Context: an optimization exercise on an open-source flow, tuned for small area. The choices shown serve that exercise and are no tape-out recipe. Function was not checked in any run shown here: the RTL went through the layout flow alone. Power and IR drop assume default switching activity.

`design.v`:
```
`timescale 1ns / 1ps
module s_axis_remapper #(
  parameter DATA_WIDTH       = 8,
  parameter IMAGE_KERNEL_12K = 64
)(
  input  logic                  i_clk,
  input  logic                  i_aresetn,
  input  logic [DATA_WIDTH-1:0] i_axis_tdata,
  input  logic                  i_axis_tvalid,
  output logic [DATA_WIDTH-1:0] o_wr_data,      
  output logic                  o_wr_en,        
  output logic [5:0]            o_wr_idx,       
  output logic                  o_kernel_done   
);
always_ff @( posedge i_clk )
  o_wr_data <= i_axis_tdata;
always_ff @( posedge i_clk, negedge i_aresetn )
  begin
    if ( ~i_aresetn ) begin
      o_wr_en  <= 1'b0;
      o_wr_idx <= '0;
    end else begin
      o_wr_en <= i_axis_tvalid;
      if ( o_wr_en ) o_wr_idx <= o_wr_idx + 1'b1;
    end
  end
assign o_kernel_done = o_wr_en & ( &o_wr_idx );
endmodule
`timescale 1ns / 1ps
module remapper_module #(
  parameter DATA_WIDTH       = 8,
  parameter IMAGE_KERNEL_12K = 64
)(
  input  logic                  i_clk,
  input  logic                  i_aresetn,
  input  logic [DATA_WIDTH-1:0] i_wr_data,
  input  logic                  i_wr_en,
  input  logic [5:0]            i_wr_idx,
  input  logic                  i_kernel_done,
  input  logic [5:0]            i_rd_idx,
  output logic [DATA_WIDTH-1:0] o_rd_data,
  output logic                  o_rd_frame_start,  
  output logic                  o_rd_line_end      
);
logic [8:0] kernel_cnt;
logic [1:0] kernel_mod3;
always_ff @( posedge i_clk, negedge i_aresetn )
  begin
    if ( ~i_aresetn ) begin
      kernel_cnt  <= '0;
      kernel_mod3 <= '0;
    end else if ( i_kernel_done ) begin
      kernel_cnt  <= kernel_cnt + 1'b1;
      kernel_mod3 <= ( kernel_mod3 == 2'd2 ) ? 2'd0 : kernel_mod3 + 1'b1;
    end
  end
assign o_rd_frame_start = ( kernel_cnt == 9'd1 );
assign o_rd_line_end    = ( kernel_cnt[1:0] == 2'd0 );
function automatic logic [5:0] slot_of ( input logic [5:0] x, input logic [1:0] m3,
                                         input logic m0, input logic m1 );
  logic [5:0] y;
  case ( { m3, m0 } )
    3'b000 : y = x;                                            
    3'b011 : y = { x[0], x[3], x[2], x[1], x[5], x[4] };       
    3'b100 : y = { x[4], x[2], x[1], x[5], x[0], x[3] };       
    3'b001 : y = { x[3], x[1], x[5], x[0], x[4], x[2] };       
    3'b010 : y = { x[2], x[5], x[0], x[4], x[3], x[1] };       
    default: y = { x[1], x[0], x[4], x[3], x[2], x[5] };       
  endcase
  slot_of = y ^ { 6 { m1 } };
endfunction
logic [5:0] wr_slot, rd_slot;
assign wr_slot = slot_of( i_wr_idx, kernel_mod3, kernel_cnt[0], kernel_cnt[1] );
assign rd_slot = slot_of( i_rd_idx, kernel_mod3, kernel_cnt[0], kernel_cnt[1] );
logic [7:0] wr_hi, wr_lo, rd_hi, rd_lo;
always_comb
  begin
    for ( int i = 0; i < 8; i++ ) begin
      wr_hi[i] = i_wr_en & ( wr_slot[5:3] == i );
      wr_lo[i] = ( wr_slot[2:0] == i );
      rd_hi[i] = ( rd_slot[5:3] == i );
      rd_lo[i] = ( rd_slot[2:0] == i );
    end
  end
logic [DATA_WIDTH-1:0] mem [0:IMAGE_KERNEL_12K-1];
logic [DATA_WIDTH-1:0] rd_or;
always_ff @( posedge i_clk )
  for ( int s = 0; s < IMAGE_KERNEL_12K; s++ )
    if ( wr_hi[s/8] & wr_lo[s%8] ) mem[s] <= i_wr_data;
always_comb
  begin
    rd_or = '0;
    for ( int s = 0; s < IMAGE_KERNEL_12K; s++ )
      rd_or = rd_or | ( mem[s] & { DATA_WIDTH { rd_hi[s/8] & rd_lo[s%8] } } );
  end
assign o_rd_data = rd_or;
endmodule
`timescale 1ns / 1ps
module m_axis_remapper #(
  parameter DATA_WIDTH       = 8,
  parameter IMAGE_KERNEL_12K = 64
)(
  input  logic                  i_clk,
  input  logic                  i_aresetn,
  input  logic                  i_kernel_done,
  output logic [5:0]            o_rd_idx,
  input  logic [DATA_WIDTH-1:0] i_rd_data,
  input  logic                  i_rd_frame_start,
  input  logic                  i_rd_line_end,
  output logic [DATA_WIDTH-1:0] m_axis_tdata,
  output logic                  m_axis_tvalid,
  output logic                  m_axis_tuser,
  output logic                  m_axis_tlast
);
logic rd_active;
always_ff @( posedge i_clk, negedge i_aresetn )
  begin
    if ( ~i_aresetn ) begin
      rd_active     <= 1'b0;
      o_rd_idx      <= '0;
      m_axis_tvalid <= 1'b0;
      m_axis_tuser  <= 1'b0;
      m_axis_tlast  <= 1'b0;
    end else begin
      rd_active     <= i_kernel_done | ( rd_active & ~( &o_rd_idx ) );
      if ( rd_active ) o_rd_idx <= o_rd_idx + 1'b1;
      m_axis_tvalid <= rd_active;
      m_axis_tuser  <= ( o_rd_idx == 6'd0 ) & i_rd_frame_start;
      m_axis_tlast  <= ( &o_rd_idx ) & i_rd_line_end;
    end
  end
always_ff @( posedge i_clk )
  m_axis_tdata <= i_rd_data;
endmodule
`timescale 1ns / 1ps
module sv_remapper_12k_top #(
  parameter DATA_WIDTH       = 8,
  parameter IMAGE_KERNEL_12K = 64,
  parameter IMG_WIDTH        = 256,
  parameter IMG_HEIGHT       = 128
)(
  input  logic                  i_clk,
  input  logic                  i_aresetn,
  input  logic [DATA_WIDTH-1:0] s_axis_tdata,
  input  logic                  s_axis_tvalid,
  input  logic                  s_axis_tuser,
  input  logic                  s_axis_tlast,
  output logic                  s_axis_tready,
  output logic [DATA_WIDTH-1:0] m_axis_tdata,
  output logic                  m_axis_tvalid,
  output logic                  m_axis_tuser,
  output logic                  m_axis_tlast
);
always_ff @( posedge i_clk, negedge i_aresetn )
  begin
    if ( ~i_aresetn ) s_axis_tready <= 1'b0;
    else              s_axis_tready <= 1'b1;
  end
logic [DATA_WIDTH-1:0] wr_data;
logic                  wr_en;
logic [5:0]            wr_idx;
logic                  kernel_done;
logic [5:0]            rd_idx;
logic [DATA_WIDTH-1:0] rd_data;
logic                  rd_frame_start;
logic                  rd_line_end;
s_axis_remapper #(
  .DATA_WIDTH       ( DATA_WIDTH       ),
  .IMAGE_KERNEL_12K ( IMAGE_KERNEL_12K )
) remapper_receiver (
  .i_clk         ( i_clk         ),
  .i_aresetn     ( i_aresetn     ),
  .i_axis_tdata  ( s_axis_tdata  ),
  .i_axis_tvalid ( s_axis_tvalid ),
  .o_wr_data     ( wr_data       ),
  .o_wr_en       ( wr_en         ),
  .o_wr_idx      ( wr_idx        ),
  .o_kernel_done ( kernel_done   )
);
remapper_module #(
  .DATA_WIDTH       ( DATA_WIDTH       ),
  .IMAGE_KERNEL_12K ( IMAGE_KERNEL_12K )
) remapper_proc (
  .i_clk            ( i_clk          ),
  .i_aresetn        ( i_aresetn      ),
  .i_wr_data        ( wr_data        ),
  .i_wr_en          ( wr_en          ),
  .i_wr_idx         ( wr_idx         ),
  .i_kernel_done    ( kernel_done    ),
  .i_rd_idx         ( rd_idx         ),
  .o_rd_data        ( rd_data        ),
  .o_rd_frame_start ( rd_frame_start ),
  .o_rd_line_end    ( rd_line_end    )
);
m_axis_remapper #(
  .DATA_WIDTH       ( DATA_WIDTH       ),
  .IMAGE_KERNEL_12K ( IMAGE_KERNEL_12K )
) remapper_transmitter (
  .i_clk            ( i_clk          ),
  .i_aresetn        ( i_aresetn      ),
  .i_kernel_done    ( kernel_done    ),
  .o_rd_idx         ( rd_idx         ),
  .i_rd_data        ( rd_data        ),
  .i_rd_frame_start ( rd_frame_start ),
  .i_rd_line_end    ( rd_line_end    ),
  .m_axis_tdata     ( m_axis_tdata   ),
  .m_axis_tvalid    ( m_axis_tvalid  ),
  .m_axis_tuser     ( m_axis_tuser   ),
  .m_axis_tlast     ( m_axis_tlast   )
);
endmodule
```
`constraint.sdc`:
```
create_clock -name core_clock -period 4.0 [get_ports {i_clk}]
set_input_delay 0.8000 -clock core_clock [delete_from_list [all_inputs] [get_ports {i_clk}]]
set_output_delay 0.8000 -clock core_clock [all_outputs]
set_load 0.01 [all_outputs]
```
`run.sh`:
```
#!/bin/bash
# synth_recipe.tcl (not shown) runs the flow's synth.tcl, then flattens the netlist and writes it again
# the make line also repeats each setting of config.mk as NAME=value (left out here)
make -C /OpenROAD-flow-scripts/flow DESIGN_CONFIG=/design/flow/config.mk WORK_HOME=/design/flow/orfs CLKGATE_MAP_FILE= SYNTH_SCRIPT=/design/flow/synth_recipe.tcl finish
```
`config.mk`:
```
export PLATFORM = sky130hd
export DESIGN_NAME = sv_remapper_12k_top
export DESIGN_NICKNAME = sv_remapper_12k_top
export VERILOG_FILES = /design/flow/design.v
export SDC_FILE = /design/flow/constraint.sdc
export NUM_CORES = 4
export LEC_CHECK = 0
export CAP_MARGIN = 20
export CORE_MARGIN = 2
export CORE_UTILIZATION = 40
export SLEW_MARGIN = 20
```
==> results.txt, run 1 <==
By startpoint and endpoint, the worst setup path is classified as reg -> reg. Before antenna repair, the detailed router went through 6 iterations. In the final routed layout, each cell accounts on average for 29.43 um.

The post-route antenna net violation count was 0. Of the cells placed in the final design, the portion with a size suffix greater than 1 is 23.13%. The initial core utilization is 40.35%, and the clock net sink count is 557. The die is 242.0 um wide. Across the whole layout, storage elements account for 0.01643 sq mm.

The number of buffers added by the clock tree synthesis step was 57. Slowest library cell on the worst path: or4_1. Switching power share of the total: 31.06%.

For this run, asynchronously set or reset flops after synthesis account for 5.206%. Entering global routing, the biggest net connects 65 pins. At the end of the flow, the number of nets in the layout was 1,859. In this run, distinct cell masters in the synthesized netlist total 83. Counting the fill cells in the layout gives 4,897. STA classifies the critical path endpoint as a register. For the maximum clock rate, the log shows 255.8 MHz. The run gives 0.01692 W as the sum of internal, switching and leakage power. Grouping stages by cell kind, the critical path spends the most delay in simple AND/OR/NAND/NOR gates. Traced cell by cell, the critical path runs through buf_12, buf_4, inv_2, and4_1, o32a_4, xnor2_4, buf_12, nor2_1, a32oi_1, buf_4, o211ai_1, nor4_1, buf_4, nand4_1, or4_1. Synthesis inferred 557 register bits. The logs give 0 for the total of max-cap violations and 2 for the deepest level of the CTS H-tree.

The area growth from synthesis to layout is 23.13%. The worst hold slack across all endpoints is 0.4638 ns, and the floorplan core area is 0.05617 sq mm. Across the VDD grid, the largest voltage drop is 394.9 uV. The first-pass GRT wire length is 111,300 um. The cell type with the highest occurrence count on the critical path was buf_4. The total internal power was 0.01167 W. The transition at the pin with the smallest max-transition slack was 1.071 ns; the power density relative to cell area was 606.5 mW/mm^2. The logs give 33.3% for the clock network fraction of total power and 5 for the number of warnings reported in the yosys synthesis log. After the first detailed-routing iteration, the DRC count stood at 2,485. Number of global-route vias before repair: 15,539. The count of buffering cells on the critical path with inverters included is 6. The launch point of the worst path is remapper_proc.kernel_cnt[0]. Summing over every cut layer, the via total after detailed routing is 16,141. Sequential elements use 72.46% of the synthesized area. Sequential cells burn 41.4% of the power. In this run the mean area of a mapped cell was 14.74 sq um.

For the number of pins exceeding their max-slew limit in the final report, the log shows 0. TritonCTS built the clock tree. The repair_antennas step left the layout with diodes totalling 0.

Detailed-placement wirelength estimate: 54,960 um. The run finished with no timing, DRC or antenna violations. The kind of launch point of the worst setup path was a register.

In this run the critical register-to-register path is launched from remapper_proc.kernel_cnt[0]. For this run the aggregate overflow at the end of global routing stands at 0. Global routing used 26.33% of the available tracks. The run gives 0 as the final number of setup-violating endpoints.

Along the worst path, the maximum fanout reaches 25. The library cells used most frequently in the layout, excluding fill and tap cells, are edfxtp_1 (512), buf_4 (278), nand2_1 (119). The run gives 77,840 um as the total detailed-routing wirelength. The analysis attributes to net switching a power of 0.005256 W. The clock-pin slew on the worst setup and hold paths came out at 0.06 ns.

The root buffer cell chosen for the clock tree is clkbuf_16. The count of buffers added on input and output ports is 22. The final sum of negative setup slack was 0 ns. The multi-input combinational cells in the finished layout cover a total of 0.005933 sq mm.

The class of the most critical hold timing path was reg -> reg. The most used flip-flop cell after synthesis is edfxtp_1. In the routed design, unresolved DRC markers number 0. Summing every instance area after synthesis gives 0.02266 sq mm. The synthesized net count was 1,557; the synthesized instance count was 1,538.

The die covers 0.05858 sq mm. The clock reaches the later pin of the worst-skew pair after 0.64 ns. The clock passes through at most 3 buffers. For the final hold violation count, the log shows 0.

The final worst clock skew was 0.02987 ns; the minimum clock period was 3.909 ns. The weighted congestion reported at the end of routability-driven placement is 0.9945, and the required arrival time at the worst endpoint is 4.52 ns. Of the available clock period, the critical path in the final layout requires 97.73%.

Most common cell after layout, fill and taps aside: edfxtp_1. The number of enable flip-flop cells after synthesis works out to 512. Per report_power, the combinational group accounts for 25.3% of the total.

In the routed layout, each cell is associated on average with a via count of 6.102. Setup repair after global routing left no endpoint under its margin. The number of antenna violations at the first check in global routing was 0; the maximum cell stage delay along the critical path was 0.54 ns. The tools report the origin of the worst min-delay path as remapper_proc.kernel_cnt[8]. In this run the tightest slew margin relative to its limit is 28.60%.

Data on the critical path arrives at its endpoint at 4.43 ns. The analysis attributes to cell leakage a power of 9.533 nW. Row generation in the floorplan step produced 87 rows.

The run gives 25 as the number of I/O pins. The floorplan step set the die height to 242.0 um.
[cell usage after synthesis (5+ instances only)]
library cell	n	area, sq um
o21ai_0	27	135.1
nor2_1	119	446.7
nor3_1	46	230.2
a221o_1	9	90.09
nor4_1	8	50.05
a32o_1	5	50.05
mux2_2	9	101.4
buf_2	15	75.07
dfxtp_1	16	320.3
nand4_1	34	212.7
a31oi_1	12	75.07
a32oi_1	25	219.0
buf_6	5	56.30
buf_1	5	18.77
xnor2_1	23	201.4
o22ai_1	31	193.9
nor2b_1	5	31.28
dfrtp_1	29	725.7
o211ai_1	7	52.55
o32ai_1	7	61.31
a211oi_1	11	82.58
a22o_1	15	131.4
inv_1	15	56.30
clkbuf_1	40	150.1
edfxtp_1	512	15370
a221oi_1	37	324.1
and2_1	7	43.79
and3_1	21	131.4
mux2i_1	31	310.3
a2111oi_0	6	52.55
ha_1	6	75.07
o2bb2ai_1	5	43.79
nand3_1	36	180.2
a22oi_1	111	833.3
and4_1	10	87.58
nand2_1	121	454.2
a21oi_1	37	185.2
[final cells by class]
class                      count  area share [%]
clock buffer                  64           5.206
clock inverter                44           1.888
inverter                      17          0.2332
multi-input combinational    895           21.26
sequential                   557           58.89
tap                          756           3.390
timing repair buffer         312           9.129
[logic make-up after synthesis]
logic type	after synthesis	synth area share [%]
flops	557	72.46
simple gates	437	9.347
compound gates	378	12.58
buf+inv	86	1.778
mux	42	2.015
xor+xnor	31	1.480
fa+ha+maj	6	0.3312
other cells	1	0.01655
[timing repair]
item	CTS	global route
endpoints found under the hold margin	0	0
endpoints found under the setup margin	0	7
buffers inserted	0	4
resized for setup	0	18
hold buffers	0	0
[metal layers]
layer	up-vias	wire (um)	track usage [%]
li1	6828	-	-
met1	8118	31410	36.85
met2	1016	34220	39.33
met3	179	8415	6.060
met4	0	3799	11.62
met5	-	0	0
[flip-flops by register name, summed over array words and instances (netlist names), 2 cells and up]
name and flops:
remapper_receiver.o_wr_data 8, remapper_proc.mem 512, remapper_transmitter.m_axis_tdata 8, remapper_transmitter.o_rd_idx 6, remapper_receiver.o_wr_idx 6, remapper_proc.kernel_cnt 9
remapper_proc.kernel_mod3 2
[final timing paths]
kind	endpoint	slack [ns]	cells past startpoint
setup / recovery	remapper_transmitter.m_axis_tdata[3]	0.09	15
hold / removal	remapper_proc.kernel_cnt[8]	0.46	1
setup reg to reg	remapper_transmitter.m_axis_tdata[3]	0.09	15
hold reg to reg	remapper_proc.kernel_cnt[8]	0.46	1
max in group asynchronous	remapper_proc.kernel_mod3[1]	2.88	2
min in group asynchronous	s_axis_tready	0.48	1
[through the flow]
| step | cell area (sq um) | cells | utilization [%] | setup slack (ns) |
|---|---|---|---|---|
| final | 27900 | 2645 | 49.68 | 0.09089 |
| after global routing | 27900 | 2645 | 49.68 | 0.003706 |
| after CTS | 27800 | 2641 | 49.49 | 0.06396 |
| after detailed placement | 25820 | 2533 | 45.97 | 0.07090 |
| after global placement | 25820 | 2533 | 45.96 | 0.01623 |
| after floorplan | 22660 | 1538 | - | 0.7618 |
[power groups by stage]
stage / logic [W] / clock network, W / registers (W)
floorplan: 0.00193 / 0 / 0.00704
global placement: 0.00403 / 0 / 0.00711
detailed placement: 0.00408 / 0 / 0.00713
CTS: 0.00410 / 0.00569 / 0.00701
global route: 0.00446 / 0.00593 / 0.00705
finish: 0.00428 / 0.00563 / 0.00701
==> inputs of run 2 (changes only) <==
--- a/config.mk
+++ b/config.mk
@@ -8,4 +8,5 @@
 export CAP_MARGIN = 20
 export CORE_MARGIN = 2
 export CORE_UTILIZATION = 40
+export GPL_TIMING_DRIVEN = 0
 export SLEW_MARGIN = 20
==> results.txt, run 2 <==
The flow ran to the end, but the layout failed its checks. The layout checks failed on negative setup slack. The run gives 1,557 (unchanged) as the synthesized net count. The top flip-flop cell by instance count after synthesis was edfxtp_1 (unchanged). The element type at the critical path end is a register (unchanged).

Worst reg2reg path startpoint: remapper_proc.kernel_cnt[0] (unchanged). Share of the core filled with cells in the final layout: 48.64% (was 49.68%). The detailed-route vias per instance was 6.335 (was 6.102); the number of pins exceeding their max-slew limit in the final report was 0 (unchanged). The logs give 3 (unchanged) for the number of buffers between clock root and the deepest sink and 0.63 ns (was 0.64 ns) for the clock latency of the later-clocked register in the worst-skew pair. The mean instance size in the synthesized netlist was 14.74 sq um (unchanged); the synthesized instance count was 1,538 (unchanged).

The detailed-routed wire length on met2 is 34,910 um (was 34,220 um), and the layout cell share with drive strength beyond 1 is 22.90% (was 23.13%). Post-route antenna net violation count: 0 (unchanged). The post-cts hold buffer count is 0 (unchanged), and the total number of vias is 15,585 (was 16,141). The number of warnings reported in the yosys synthesis log is 5 (unchanged). Top layer reached by signal wires: met4 (unchanged). The logs give 402.9 uV (was 394.9 uV) for the peak supply drop and 56 (was 57) for the number of buffers added by the clock tree synthesis step. The tools report the final number of setup-violating endpoints as 2 (was 0). Placed standard-cell area: 0.02418 sq mm (was 0.02582 sq mm). The run gives 5 (was 6) as the first-pass iteration count of the detailed router. The adder and majority cell fraction of the synthesized area is 0.3313% (unchanged). The tools report the total detailed-routing wirelength as 78,950 um (was 77,840 um).

The tools report the final design instance area without fill as 0.02732 sq mm (was 0.02790 sq mm). The tools report the sequential cell area fraction in the yosys report as 72.46% (unchanged). The vertical die dimension is 242.0 um (unchanged). For the wire length on met1, the log shows 31,410 um (unchanged). For the weighted congestion reported at the end of routability-driven placement, the log shows 1.016 (was 0.9945). The final worst clock skew came out at 0.02949 ns (was 0.02987 ns). Buffer type at the clock tree root: clkbuf_16 (unchanged).

Most instantiated library cell after synthesis: edfxtp_1 (unchanged). Arrival time of the worst setup path: 4.56 ns (was 4.43 ns). The category of the critical setup timing path was reg -> reg (unchanged). The run gives 87 (unchanged) as the number of rows in the core area. The transition at the pin with the smallest max-transition slack came out at 1.265 ns (was 1.071 ns).

The count of unresolved DRC violations after routing came out at 0 (unchanged). The fraction of synthesis flops using an asynchronous set or reset pin was 5.206% (unchanged); the power density relative to cell area was 611.1 mW/mm^2 (was 606.5 mW/mm^2). The fraction of synthesized cell area taken by the top area cell type is 67.84% (unchanged).

The tools report the clock net sink count as 557 (unchanged). The number of enable flip-flop cells after synthesis was 512 (unchanged); the worst-case register-to-register setup slack was -0.12 ns (was 0.09 ns). Compound-cell area share of the yosys netlist: 12.58% (unchanged). The logs give 8579 um (was 8415 um) for the routed wire length on met3 and 242.8 MHz (was 255.8 MHz) for the maximum clock rate. Biggest registers after layout: remapper_proc.mem (512), remapper_proc.kernel_cnt (9) (unchanged). The minimum clock period was 4.118 ns (was 3.909 ns).

The largest fanout on the critical path was 10 (was 25); the clock-pin slew on the worst setup and hold paths was 0.06 ns (about the same). The overall die area is 0.05858 sq mm (unchanged). The logs give 4,861 (was 4,897) for the total of fill cells in the finished design and 65 (unchanged) for the maximum number of pins on one net before global-route repair. The leakage power of the design is 8.641 nW (was 9.533 nW), and the final hold violation count is 0 (unchanged). The fraction of the mapped netlist area in simple logic gates came out at 9.347% (unchanged). Post-route worst setup slack: -0.1179 ns (was 0.09089 ns). Class of the most critical hold timing path: in -> async (was reg -> reg). The final worst-path cycle share was 102.9% (was 97.73%); the number of I/O pins was 25 (unchanged). The most common cell after layout, fill and taps aside was edfxtp_1 (unchanged). Dominant combinational cell family by area after synthesis: compound AO/OA/AOI/OAI gates (unchanged). The xor/xnor cell area share of the yosys netlist is 1.480% (unchanged), and the number of flip-flops under the largest register name is 512 (unchanged). For the deepest level of the CTS H-tree, the log shows 2 (unchanged). The number of flip-flops and latches in the synthesized netlist came out at 557 (unchanged).

The kind of launch point of the worst setup path was a register (unchanged). For the first-pass GRT wire length, the log shows 111,400 um (was 111,300 um). The area growth from synthesis to layout works out to 20.55% (was 23.13%).

The run gives 26.63% (was 26.33%) as the overall routing resource usage. Number of cell instances on the worst register-to-register path: 13 (was 15). TritonCTS built the clock tree. For the total of max-cap violations, the log shows 0 (unchanged).

The tightest slew margin relative to the limit came out at 15.03% (was 28.60%). Most numerous cell types in the synthesized netlist: edfxtp_1 (512), nand2_1 (121), nor2_1 (119) (unchanged). The wire length per cell after detailed routing is 32.09 um (was 29.43 um). Setup repair after global routing could not meet its margin everywhere.

The number of buffers inserted by port buffering works out to 22 (unchanged). The initial core utilization came out at 40.35% (unchanged). Global-route congestion overflow total: 0 (unchanged).

The end of the worst register-to-register path is remapper_transmitter.m_axis_tdata[6] (was remapper_transmitter.m_axis_tdata[3]). The tools report the total number of nets in the final design as 1,679 (was 1,859). The floorplan core area was 0.05617 sq mm (unchanged). Synth top area cells: edfxtp_1 (68%), a22oi_1 (3.7%), dfrtp_1 (3.2%) (unchanged). The count of cell types in the netlist is 83 (unchanged), and the multiplexer area fraction after synthesis is 2.015% (unchanged). The tools report the DRC marker count from the first detailed-route iteration as 2,221 (was 2,485). The detailed-placement wirelength estimate is 54,540 um (was 54,960 um). The number of antenna violations at the first check in global routing came out at 1 (was 0).

Highest-count cells in the layout ignoring fill and taps: edfxtp_1 (512), a22oi_1 (102), nand2_1 (101) (was edfxtp_1 (512), buf_4 (278), nand2_1 (119)). The number of global-route vias before repair is 14,817 (was 15,539), and the required arrival time at the worst endpoint is 4.44 ns (was 4.52 ns). Register with the most flip-flops: remapper_proc.mem (unchanged).

The run gives 0.02266 sq mm (unchanged) as the summed instance area of the synthesized netlist. Cell type contributing the most total cell area after synthesis: edfxtp_1 (unchanged). The horizontal die dimension was 242.0 um (unchanged).
run 2: worst max-delay path by stage:
stage / to / cells after the start / startpoint
CTS: remapper_proc.mem[13][0] / 9 / remapper_proc.kernel_cnt[1]
detailed placement: remapper_transmitter.m_axis_tdata[4] / 13 / remapper_transmitter.o_rd_idx[1]
global route: remapper_transmitter.m_axis_tdata[6] / 13 / remapper_proc.kernel_cnt[0]
global placement: remapper_transmitter.m_axis_tdata[4] / 13 / remapper_transmitter.o_rd_idx[1]
finish: remapper_transmitter.m_axis_tdata[6] / 13 / remapper_proc.kernel_cnt[0]
floorplan: remapper_transmitter.m_axis_tdata[1] / 13 / remapper_proc.kernel_cnt[0]
run 2: metal layers:
layer  global-route usage (%)  vias to the layer above
met4                    12.02                        0
met1                    37.17                     7914
li1                         -                     6463
met3                    5.760                      195
met5                        0                        -
met2                    40.05                     1013
run 2: area by class of cell:
class	instances	area, sq um	share of cell area, %
clock buffer	65	1456	5.331
antenna	1	2.502	0.009159
multi-input combinational	895	6883	25.19
inverter	17	66.31	0.2427
clock inverter	36	372.9	1.365
sequential	557	16450	60.22
timing repair buffer	69	726.9	2.661
tap	756	945.9	3.462
buffer	64	415.4	1.520
run 2: critical path: stages, from the launching register on:
cell and delay, ns:
dfrtp_1 0.39, buf_6 0.16, buf_8 0.14, mux2i_2 0.25
nand2_2 0.17, and3_1 0.23, buf_4 0.17, xnor2_2 0.40
clkbuf_8 0.33, mux2i_2 0.41, a2bb2oi_1 0.32, nand4_1 0.25
nor4_4 0.47, nand4_1 0.23
run 2: repair_timing:
action,in CTS,in global routing
setup buffers,22,7
endpoints found under the setup margin,520,520
gates cloned,0,0
pin swaps,12,16
gates resized for setup,166,126
run 2: metrics by stage:
| stage | setup WS, ns | setup TNS [ns] | power (W) | hold slack [ns] | cells |
|---|---|---|---|---|---|
| final | -0.1179 | -0.1220 | 0.01670 | 0.1961 | 2460 |
| after global routing | -0.1028 | -0.2538 | 0.01709 | 0.2485 | 2459 |
| after CTS | -0.2469 | -42.23 | 0.01635 | 0.2102 | 2455 |
| after detailed placement | -1.303 | -217.66 | 0.01066 | 0.3583 | 2334 |
| after global placement | -1.339 | -205.80 | 0.01058 | 0.3600 | 2316 |
| after floorplan | 0.7618 | 0 | 0.008974 | 0.3519 | 1538 |
run 2: kinds of logic (layout without fill, tap and decap cells):
family | Yosys count | after routing
multiplexers | 42 | 42
AO/OA/AOI/OAI | 378 | 378
AND/OR/NAND/NOR | 437 | 437
XOR/XNOR | 31 | 31
other | 1 | 2
buffers and inverters | 86 | 251
adder cells (fa/ha/maj) | 6 | 6
flip-flops | 557 | 557
run 2: power by group:
part / switching [W] / leakage (nW) / internal [W] / total, W
combinational: 0.00318 / 2.60 / 0.00125 / 0.00443
clock: 0.00227 / 0.906 / 0.00306 / 0.00532
sequential: 0.000178 / 5.13 / 0.00677 / 0.00694
==> inputs of run 3 (changes only) <==
--- a/config.mk
+++ b/config.mk
@@ -7,6 +7,7 @@
 export LEC_CHECK = 0
 export CAP_MARGIN = 20
 export CORE_MARGIN = 2
-export CORE_UTILIZATION = 40
+export CORE_UTILIZATION = 55
+export CTS_BUF_LIST = sky130_fd_sc_hd__clkbuf_4 sky130_fd_sc_hd__clkbuf_8
 export GPL_TIMING_DRIVEN = 0
 export SLEW_MARGIN = 20
==> results.txt, run 3 <==
Cell-by-cell trace of the critical path: buf_6, buf_8, o22a_1, nor2_1, or3_1, and3_1, buf_6, nor2_1, buf_6, a22oi_2, o22ai_2, a211oi_4, nand4_1, or4_4 (was buf_6, buf_8, mux2i_2, nand2_2, and3_1, buf_4, xnor2_2, clkbuf_8, mux2i_2, a2bb2oi_1, nand4_1, nor4_4, nand4_1). Cell class contributing the biggest share of worst-path delay: simple AND/OR/NAND/NOR gates (unchanged). The maximum clock rate is 245.9 MHz (was 242.8 MHz).

The run gives 72.46% (unchanged) as the sequential cell area fraction in the yosys report. The count of cell types in the netlist was 83 (unchanged); the clock net sink count was 557 (unchanged). The clock-pin slew on the worst setup and hold paths was 0.06 ns (about the same).

The kind of launch point of the worst setup path is a register (unchanged). DRC marker count from the first detailed-route iteration: 2,359 (was 2,221). The number of rows in the core area was 74 (was 87); the number of buffers added by the clock tree synthesis step was 88 (was 56). The layout cell share with drive strength beyond 1 was 26.55% (was 22.90%); the first-pass GRT wire length was 107,700 um (was 111,400 um).

Highest-count cells in the layout ignoring fill and taps: edfxtp_1 (512), a22oi_1 (105), nand2_1 (99), clkbuf_8 (99), nor2_4 (61) (was edfxtp_1 (512), a22oi_1 (102), nand2_1 (101)). The worst-case register-to-register setup slack was -0.07 ns (was -0.12 ns). The buffer type at the clock tree root was clkbuf_8 (was clkbuf_16).

The fraction of the mapped netlist area in simple logic gates is 9.347% (unchanged), and the detailed-route vias per instance is 6.908 (was 6.335). Top flip-flop cell by instance count after synthesis: edfxtp_1 (unchanged). The number of buffers inserted by port buffering was 22 (unchanged); the floorplan core area was 0.04074 sq mm (was 0.05617 sq mm). The detailed-placement wirelength estimate was 51,930 um (was 54,540 um); the clock network fraction of total power was 30.0% (was 31.9%).

The run gives 0.04284 sq mm (was 0.05858 sq mm) as the overall die area. Detailed-routed wire length on met2: 33,330 um (was 34,910 um). The clock latency of the later-clocked register in the worst-skew pair is 0.69 ns (was 0.63 ns). The logs give 0 (unchanged) for the total of max-cap violations and 4.54 ns (was 4.44 ns) for the required arrival time at the worst endpoint. The overall routing resource usage was 36.62% (was 26.63%); the compound-cell area share of the yosys netlist was 12.58% (unchanged). The deepest level of the CTS H-tree is 3 (was 2). Most numerous cell types in the synthesized netlist: edfxtp_1 (512), nand2_1 (121), nor2_1 (119) (unchanged).

The minimum clock period came out at 4.067 ns (was 4.118 ns). The power density relative to cell area is 601.0 mW/mm^2 (was 611.1 mW/mm^2), and the count of unresolved DRC violations after routing is 0 (unchanged). The number of cell instances on the worst register-to-register path was 14 (was 13). The horizontal die dimension works out to 207.0 um (was 242.0 um). The summed instance area of the synthesized netlist was 0.02266 sq mm (unchanged). For the peak supply drop, the log shows 400.0 uV (was 402.9 uV). Cell type contributing the most total cell area after synthesis: edfxtp_1 (unchanged). The run gives 3 (unchanged) as the number of buffers between clock root and the deepest sink. The run gives 0.04105 ns (was 0.02949 ns) as the final worst clock skew. Top layer reached by signal wires: met5 (was met4). Final number of setup-violating endpoints: 4 (was 2).

Number of flip-flops under the largest register name: 512 (unchanged). For the final hold violation count, the log shows 0 (unchanged). Checks that blocked a clean result: negative setup slack (unchanged). The logs give 2 (was 1) for the number of antenna violations at the first check in global routing and 5 (unchanged) for the number of warnings reported in the yosys synthesis log. Cell type with the highest occurrence count on the critical path: buf_6. The final worst-path cycle share is 101.7% (was 102.9%), and the number of pins exceeding their max-slew limit in the final report is 0 (unchanged). The number of global-route vias before repair was 14,705 (was 14,817); the part of the total power dissipated in combinational logic was 27.4% (was 26.5%). Worst reg2reg path startpoint: remapper_proc.kernel_cnt[0] (unchanged). The run gives 0 (unchanged) as the post-route antenna net violation count. The fraction of synthesis flops using an asynchronous set or reset pin was 5.206% (unchanged). The global-route congestion overflow total was 0 (unchanged); the total internal power was 0.01073 W (was 0.01107 W).

Biggest registers after layout: remapper_proc.mem (512), remapper_proc.kernel_cnt (9) (unchanged). Largest fanout on the critical path: 10 (unchanged). TritonCTS built the clock tree.

The switching power share of the total is 34.21% (was 33.71%). The run gives 9901 um (was 8579 um) as the routed wire length on met3. The tools report the total number of nets in the final design as 1,720 (was 1,679).

The tools report the share of power burned in registers as 42.6% (was 41.6%). The class of the most critical hold timing path was in -> async (unchanged). The synthesized net count is 1,557 (unchanged), and the count of buffering cells on the critical path with inverters included is 4 (unchanged).

The number of cells on the critical path works out to 14 (was 13). The total detailed-routing wirelength is 77,390 um (was 78,950 um). The area growth from synthesis to layout works out to 19.74% (was 20.55%). The xor/xnor cell area share of the yosys netlist came out at 1.480% (unchanged). For the wire length on met1, the log shows 30,430 um (was 31,410 um).

Synth top area cells: edfxtp_1 (68%), a22oi_1 (3.7%), dfrtp_1 (3.2%) (unchanged). The end of the worst register-to-register path is remapper_transmitter.m_axis_tdata[3] (was remapper_transmitter.m_axis_tdata[6]). The maximum cell stage delay along the critical path was 0.62 ns (was 0.47 ns). The slowest library cell on the worst path was or4_4 (was nor4_4).

The run finished, with violations left. The launch point of the worst path is remapper_proc.kernel_cnt[0] (unchanged). Element type at the critical path end: a register (unchanged). Register with the most flip-flops: remapper_proc.mem (unchanged). The first-pass iteration count of the detailed router was 5 (unchanged); the total number of vias was 15,937 (was 15,585).

The tools report the post-route worst setup slack as -0.06655 ns (was -0.1179 ns). Dominant combinational cell family by area after synthesis: compound AO/OA/AOI/OAI gates (unchanged). For the maximum number of pins on one net before global-route repair, the log shows 65 (unchanged). The wire length per cell after detailed routing is 33.55 um (was 32.09 um), and the sum of internal, switching and leakage power is 0.01631 W (was 0.01670 W). Vertical die dimension: 207.0 um (was 242.0 um). The most common cell after layout, fill and taps aside was edfxtp_1 (unchanged). The number of I/O pins came out at 25 (unchanged). The number of flip-flops and latches in the synthesized netlist works out to 557 (unchanged). Tightest slew margin relative to the limit: 28.98% (was 15.03%). The synthesized instance count is 1,538 (unchanged). Setup repair after global routing could not meet its margin everywhere. The fraction of synthesized cell area taken by the top area cell type was 67.84% (unchanged); the switching power summed over all nets was 0.005579 W (was 0.005628 W).

The number of enable flip-flop cells after synthesis came out at 512 (unchanged). The category of the critical setup timing path is reg -> reg (unchanged). Mean instance size in the synthesized netlist: 14.74 sq um (unchanged). Worst hold slack across all endpoints: 0.1468 ns (was 0.1961 ns).

The adder and majority cell fraction of the synthesized area came out at 0.3313% (unchanged). Multiplexer area fraction after synthesis: 2.015% (unchanged). The transition at the pin with the smallest max-transition slack is 1.059 ns (was 1.265 ns), and the weighted congestion reported at the end of routability-driven placement is 1.014 (was 1.016).

The initial core utilization came out at 55.63% (was 40.35%). The tools report the endpoint of the most critical setup path as remapper_transmitter.m_axis_tdata[3] (was remapper_transmitter.m_axis_tdata[6]). The most instantiated library cell after synthesis was edfxtp_1 (unchanged). The leakage power of the design came out at 8.764 nW (was 8.641 nW). The arrival time of the worst setup path is 4.61 ns (was 4.56 ns).
## run 3: cell counts after synthesis
Identical to the previous run, type by type.
## run 3: per-layer routing
layer / vias to the layer above / global-route usage, %
met3: 200 / 12.81
li1: 6570 / -
met5: - / 0
met1: 8010 / 50.76
met4: 2 / 16.21
met2: 1155 / 52.39
## run 3: cell type report
cell class	instances	area, sq um
sequential	557	16450
fill	2887	13600
multi-input combinational	895	6988
clock buffer	137	1642
timing repair buffer	78	758.2
tap	532	665.6
buffer	64	417.9
clock inverter	26	143.9
inverter	17	66.31
antenna	1	2.502
## run 3: power groups by stage
| stage | sequential, W | clock, W | combinational (W) |
|---|---|---|---|
| floorplan | 0.00704 | 0 | 0.00193 |
| global placement | 0.00710 | 0 | 0.00339 |
| detailed placement | 0.00705 | 0 | 0.00351 |
| CTS | 0.00694 | 0.00490 | 0.00397 |
| global route | 0.00698 | 0.00517 | 0.00459 |
| finish | 0.00695 | 0.00489 | 0.00447 |
## run 3: logic make-up (layout without fill, tap and decap cells)
| family | Yosys count | in the layout |
|---|---|---|
| adder cells (fa/ha/maj) | 6 | 6 |
| multiplexers | 42 | 42 |
| flip-flops | 557 | 557 |
| buffers and inverters | 86 | 322 |
| other | 1 | 2 |
| AND/OR/NAND/NOR | 437 | 437 |
| AO/OA/AOI/OAI | 378 | 378 |
| XOR/XNOR | 31 | 31 |
## run 3: how the worst min path moves through the flow
stage / from / to / slack [ns] / depth (start not counted)
after CTS: i_aresetn / remapper_proc.kernel_cnt[2] / 0.15 / 1
final: i_aresetn / remapper_receiver.o_wr_idx[0] / 0.15 / 1
after floorplan: remapper_transmitter.rd_active / remapper_transmitter.m_axis_tvalid / 0.35 / 0
after global routing: i_aresetn / remapper_transmitter.m_axis_tlast / 0.18 / 1
after global placement: remapper_transmitter.rd_active / remapper_transmitter.m_axis_tvalid / 0.36 / 0
after detailed placement: remapper_transmitter.rd_active / remapper_transmitter.m_axis_tvalid / 0.36 / 0
## run 3: per-stage QoR
step                instances  setup TNS, ns  utilization [%]  setup WS, ns  cell area (sq um)
CTS                      2283         -16.65            64.94       -0.2319              26460
finish                   2307        -0.1159            66.61      -0.06655              27140
detailed placement       2109        -171.04            58.66        -1.333              23900
global placement         2092        -180.32            57.80        -1.256              23550
global route             2306        -0.1800            66.60      -0.06007              27130
floorplan                1538              0                -        0.7618              22660
## run 3: worst register-to-register path, stage by stage (launching register included)
cell and delay (ns):
dfrtp_1 0.40, buf_6 0.15, buf_8 0.14, o22a_1 0.19, nor2_1 0.18, or3_1 0.24
and3_1 0.21, buf_6 0.15, nor2_1 0.12, buf_6 0.18, a22oi_2 0.39, o22ai_2 0.18
a211oi_4 0.40, nand4_1 0.38, or4_4 0.62
## run 3: repair_timing
item / CTS / global route
hold endpoints to repair: 0 / 0
pin swaps: 10 / 28
resized for setup: 173 / 141
cloned: 0 / 1
endpoints found under the setup margin: 520 / 499
hold buffers: 0 / 0
setup buffers: 13 / 24
==> inputs of run 4 (changes only) <==
--- a/design.v
+++ b/design.v
@@ -72,28 +72,10 @@
 logic [5:0] wr_slot, rd_slot;
 assign wr_slot = slot_of( i_wr_idx, kernel_mod3, kernel_cnt[0], kernel_cnt[1] );
 assign rd_slot = slot_of( i_rd_idx, kernel_mod3, kernel_cnt[0], kernel_cnt[1] );
-logic [7:0] wr_hi, wr_lo, rd_hi, rd_lo;
-always_comb
-  begin
-    for ( int i = 0; i < 8; i++ ) begin
-      wr_hi[i] = i_wr_en & ( wr_slot[5:3] == i );
-      wr_lo[i] = ( wr_slot[2:0] == i );
-      rd_hi[i] = ( rd_slot[5:3] == i );
-      rd_lo[i] = ( rd_slot[2:0] == i );
-    end
-  end
 logic [DATA_WIDTH-1:0] mem [0:IMAGE_KERNEL_12K-1];
-logic [DATA_WIDTH-1:0] rd_or;
 always_ff @( posedge i_clk )
-  for ( int s = 0; s < IMAGE_KERNEL_12K; s++ )
-    if ( wr_hi[s/8] & wr_lo[s%8] ) mem[s] <= i_wr_data;
-always_comb
-  begin
-    rd_or = '0;
-    for ( int s = 0; s < IMAGE_KERNEL_12K; s++ )
-      rd_or = rd_or | ( mem[s] & { DATA_WIDTH { rd_hi[s/8] & rd_lo[s%8] } } );
-  end
-assign o_rd_data = rd_or;
+  if ( i_wr_en ) mem[wr_slot] <= i_wr_data;
+assign o_rd_data = mem[rd_slot];
 endmodule
 `timescale 1ns / 1ps
 module m_axis_remapper #(
--- a/config.mk
+++ b/config.mk
@@ -7,7 +7,5 @@
 export LEC_CHECK = 0
 export CAP_MARGIN = 20
 export CORE_MARGIN = 2
-export CORE_UTILIZATION = 55
-export CTS_BUF_LIST = sky130_fd_sc_hd__clkbuf_4 sky130_fd_sc_hd__clkbuf_8
-export GPL_TIMING_DRIVEN = 0
+export CORE_UTILIZATION = 40
 export SLEW_MARGIN = 20
==> results.txt, run 4 <==
The flow ran to the end and the layout has no timing, DRC or antenna violations. For the post-cts repair resize count, the log shows 0 (was 173). Highest-count cells in the layout ignoring fill and taps: edfxtp_1 (512), nand2_1 (262), buf_4 (187) (was edfxtp_1 (512), a22oi_1 (105), nand2_1 (99), clkbuf_8 (99), nor2_4 (61)). Number of buffers inserted by port buffering: 22 (unchanged). The most instantiated library cell after synthesis was edfxtp_1 (unchanged).

The tools report the worst hold slack across all endpoints as 0.4482 ns (was 0.1468 ns). The power density relative to cell area is 523.3 mW/mm^2 (was 601.0 mW/mm^2). Biggest registers after layout: remapper_proc.mem (512), remapper_proc.kernel_cnt (9) (unchanged). The number of buffers between clock root and the deepest sink was 3 (unchanged); the transition at the pin with the smallest max-transition slack was 1.021 ns (was 1.059 ns). The top flip-flop cell by instance count after synthesis is edfxtp_1 (unchanged). The register with the most flip-flops is remapper_proc.mem (unchanged). The wire length per cell after detailed routing works out to 25.62 um (was 33.55 um). The logs give 440.9 uV (was 400.0 uV) for the peak supply drop and 0.65 ns (was 0.69 ns) for the clock latency of the later-clocked register in the worst-skew pair.

The cell type with the highest occurrence count on the critical path is buf_4 (was buf_6). For the floorplan core area, the log shows 0.06148 sq mm (was 0.04074 sq mm). The initial core utilization was 40.26% (was 55.63%). For the number of global-route vias before repair, the log shows 16,632 (was 14,705). Most numerous cell types in the synthesized netlist: edfxtp_1 (512), nand2_1 (262), nor2_1 (112) (was edfxtp_1 (512), nand2_1 (121), nor2_1 (119)). Combined flip-flop and latch cell area: 0.01643 sq mm (was 0.01645 sq mm). Cell-by-cell trace of the critical path: buf_4, nor2b_1, buf_4, a32oi_1, o211ai_1, o21ai_0, xnor2_1, nand3_1, nor2_1, buf_4 (was buf_6, buf_8, o22a_1, nor2_1, or3_1, and3_1, buf_6, nor2_1, buf_6, a22oi_2, o22ai_2, a211oi_4, nand4_1, or4_4).

The slowest library cell on the worst path is xnor2_1 (was or4_4). The number of rows in the core area came out at 91 (was 74). Total number of nets in the final design: 2,024 (was 1,720). The tools report the post-cts hold buffer count as 0 (unchanged). The largest fanout on the critical path works out to 10 (unchanged). The leakage power of the design is 9.857 nW (was 8.764 nW). The count of unresolved DRC violations after routing is 0 (unchanged).

The total number of vias is 17,378 (was 15,937), and the area growth from synthesis to layout is 16.56% (was 19.74%). Fraction of synthesized cell area taken by the top area cell type: 62.11% (was 67.84%). The first-pass iteration count of the detailed router came out at 5 (unchanged). Setup repair after global routing left no endpoint under its margin. The number of antenna diodes was 0 (was 1). The tools report the total of max-cap violations as 0 (unchanged). The logs give 0.06389 sq mm (was 0.04284 sq mm) for the overall die area and 0 (unchanged) for the global-route congestion overflow total. The number of antenna violations at the first check in global routing is 1 (was 2).

The synthesized instance count is 1,868 (was 1,538). TritonCTS built the clock tree. The detailed-route vias per instance is 6.113 (was 6.908). The logs give 0 (was 13) for the number of buffers inserted to repair setup after CTS and 2 (was 3) for the deepest level of the CTS H-tree.

The run gives 557 (unchanged) as the clock net sink count. For the synthesized net count, the log shows 1,887 (was 1,557). The kind of launch point of the worst setup path is a register (unchanged). The fraction of synthesis flops using an asynchronous set or reset pin was 5.206% (unchanged); the sequential cell area fraction in the yosys report was 66.34% (was 72.46%). The first-pass GRT wire length came out at 107,300 um (was 107,700 um). Maximum clock rate: 264.1 MHz (was 245.9 MHz). The number of warnings reported in the yosys synthesis log came out at 4 (was 5). The DRC marker count from the first detailed-route iteration is 2,001 (was 2,359), and the minimum clock period is 3.787 ns (was 4.067 ns). For the post-route antenna net violation count, the log shows 0 (unchanged). Buffer type at the clock tree root: clkbuf_16 (was clkbuf_8). The horizontal die dimension is 252.8 um (was 207.0 um), and the count of cell types in the netlist is 84 (was 83).

The most common cell after layout, fill and taps aside was edfxtp_1 (unchanged). For the maximum number of pins on one net before global-route repair, the log shows 66 (was 65). The tightest slew margin relative to the limit was 31.59% (was 28.98%); the number of enable flip-flop cells after synthesis was 512 (unchanged). The number of flip-flops and latches in the synthesized netlist is 557 (unchanged). The final sum of negative setup slack was 0 ns (was -0.1159 ns). Category of the critical setup timing path: reg -> reg (unchanged). The mean instance size in the synthesized netlist works out to 13.25 sq um (was 14.74 sq um). The final number of setup-violating endpoints was 0 (was 4); the layout cell share with drive strength beyond 1 was 17.44% (was 26.55%). The total of fill cells in the finished design is 5,382 (was 2,887), and the number of flip-flops under the largest register name is 512 (unchanged). Synth top area cells: edfxtp_1 (62%), nand2_1 (4.0%), mux2i_1 (3.6%) (was edfxtp_1 (68%), a22oi_1 (3.7%), dfrtp_1 (3.2%)).

The run gives 25 (unchanged) as the number of I/O pins. The run gives 0.9214 (was 1.014) as the weighted congestion reported at the end of routability-driven placement. The logs give 46.93% (was 66.61%) for the share of the core filled with cells in the final layout and 47,970 um (was 51,930 um) for the detailed-placement wirelength estimate.

The vertical die dimension was 252.8 um (was 207.0 um). For the number of buffers added by the clock tree synthesis step, the log shows 57 (was 88). The overall routing resource usage came out at 22.63% (was 36.62%). The cell type contributing the most total cell area after synthesis was edfxtp_1 (unchanged).

The final worst-path cycle share works out to 94.67% (was 101.7%). The element type at the critical path end is a register (unchanged). The maximum cell stage delay along the critical path was 0.73 ns (was 0.62 ns); the final worst clock skew was 0.05282 ns (was 0.04105 ns). The run gives 0.007760 sq mm (was 0.006988 sq mm) as the area of the multi-input gates.

The arrival time of the worst setup path is 4.12 ns (was 4.61 ns). The class of the most critical hold timing path was reg -> reg (was in -> async). The summed instance area of the synthesized netlist is 0.02475 sq mm (was 0.02266 sq mm), and the total detailed-routing wirelength is 72,830 um (was 77,390 um).

The final hold violation count is 0 (unchanged). The clock-pin slew on the worst setup and hold paths was 0.06 ns (about the same). The run gives 0 (unchanged) as the number of pins exceeding their max-slew limit in the final report. The required arrival time at the worst endpoint was 4.33 ns (was 4.54 ns).
run 4: cell type report:
type,instances,share of cell area (%)
timing repair buffer,218,6.253
multi-input combinational,1161,26.90
tap,790,3.426
inverter,10,0.1301
sequential,557,56.95
clock inverter,27,0.8846
clock buffer,80,5.460
run 4: cell families after synthesis:
family                     share of synthesized area [%]
AOI/OAI and AO/OA                                  12.79
xor gates and xnor gates                           1.062
adders and majority gates                         0.3033
buffers and inverters                              2.608
DFF                                                66.34
muxes                                              6.556
other                                            0.01515
and+or+nand+nor                                    10.32
run 4: worst paths after layout:
kind	start	end	slack [ns]	depth (start not counted)
hold / removal	remapper_receiver.o_wr_data[5]	remapper_proc.mem[59][5]	0.45	0
setup / recovery	remapper_proc.kernel_cnt[0]	remapper_proc.mem[11][7]	0.21	10
setup reg to reg	remapper_proc.kernel_cnt[0]	remapper_proc.mem[11][7]	0.21	10
min in group asynchronous	i_aresetn	remapper_receiver.o_wr_idx[4]	0.48	1
max in group asynchronous	i_aresetn	remapper_proc.kernel_cnt[1]	2.89	2
hold reg to reg	remapper_receiver.o_wr_data[5]	remapper_proc.mem[59][5]	0.45	0
run 4: critical path: cells and delay by family (launching register included):
kind | cells | cell delay, ns
xor+xnor | 1 | 0.73
simple gates | 3 | 1.12
buf+inv | 3 | 0.60
flops | 1 | 0.46
compound gates | 3 | 0.59
run 4: per-layer routing:
| metal | up-vias | routed length [um] | track usage (%) |
|---|---|---|---|
| met5 | - | 11 | 0 |
| met2 | 855 | 34340 | 36.73 |
| met4 | 2 | 2615 | 8.538 |
| li1 | 7640 | - | - |
| met1 | 8746 | 29470 | 30.48 |
| met3 | 135 | 6388 | 3.883 |
run 4: power breakdown:
| group | total, W | leakage (nW) | switching [W] | internal, W |
|---|---|---|---|---|
| logic | 0.00304 | 3.84 | 0.00192 | 0.00112 |
| clock network | 0.00522 | 0.893 | 0.00227 | 0.00295 |
| registers | 0.00684 | 5.13 | 0.000194 | 0.00664 |
| total | 0.0151 | 9.86 | 0.00438 | 0.0107 |
run 4: stage by stage:
stage	cell area (sq um)	std cells	worst slack [ns]	power (W)
after floorplan	24750	1868	0.7746	0.008632
after global placement	27010	2736	0.06686	0.009882
after detailed placement	27010	2736	0.07833	0.009936
after CTS	28840	2843	0.02992	0.01512
after global routing	28850	2843	0.06023	0.01561
final	28850	2843	0.2133	0.01510

afterwards: timing with drivers on the ports:
How much do the figures lean on ideal ports? The routed layouts below were timed once more, with nothing changed but the port constraints. Step 1 assumes that a clkbuf_16 drives the clock port and a buf_2 every other input. Step 2, shift: input delay + t, output delay - t, t = (earliest + latest rising clock arrival at the registers) / 2. This alone moves slack from input paths to output paths. a / b / c = no drivers / after step 1 / after step 2; a / b = the first two.
run | shift t [ns] | slack for setup (ns) | worst register clock-pin slew, ns | pins driven straight from the clock port
run 1 | 0.686 | 0.091 / 0.091 / 0.091 | 0.06 / 0.06 | 1
run 2 | 0.680 | -0.118 / -0.118 / -0.118 | 0.07 / 0.07 | 1
run 3 | 0.725 | -0.067 / -0.067 / -0.067 | 0.08 / 0.08 | 1
run 4 | 0.690 | 0.213 / 0.213 / 0.213 | 0.07 / 0.07 | 1
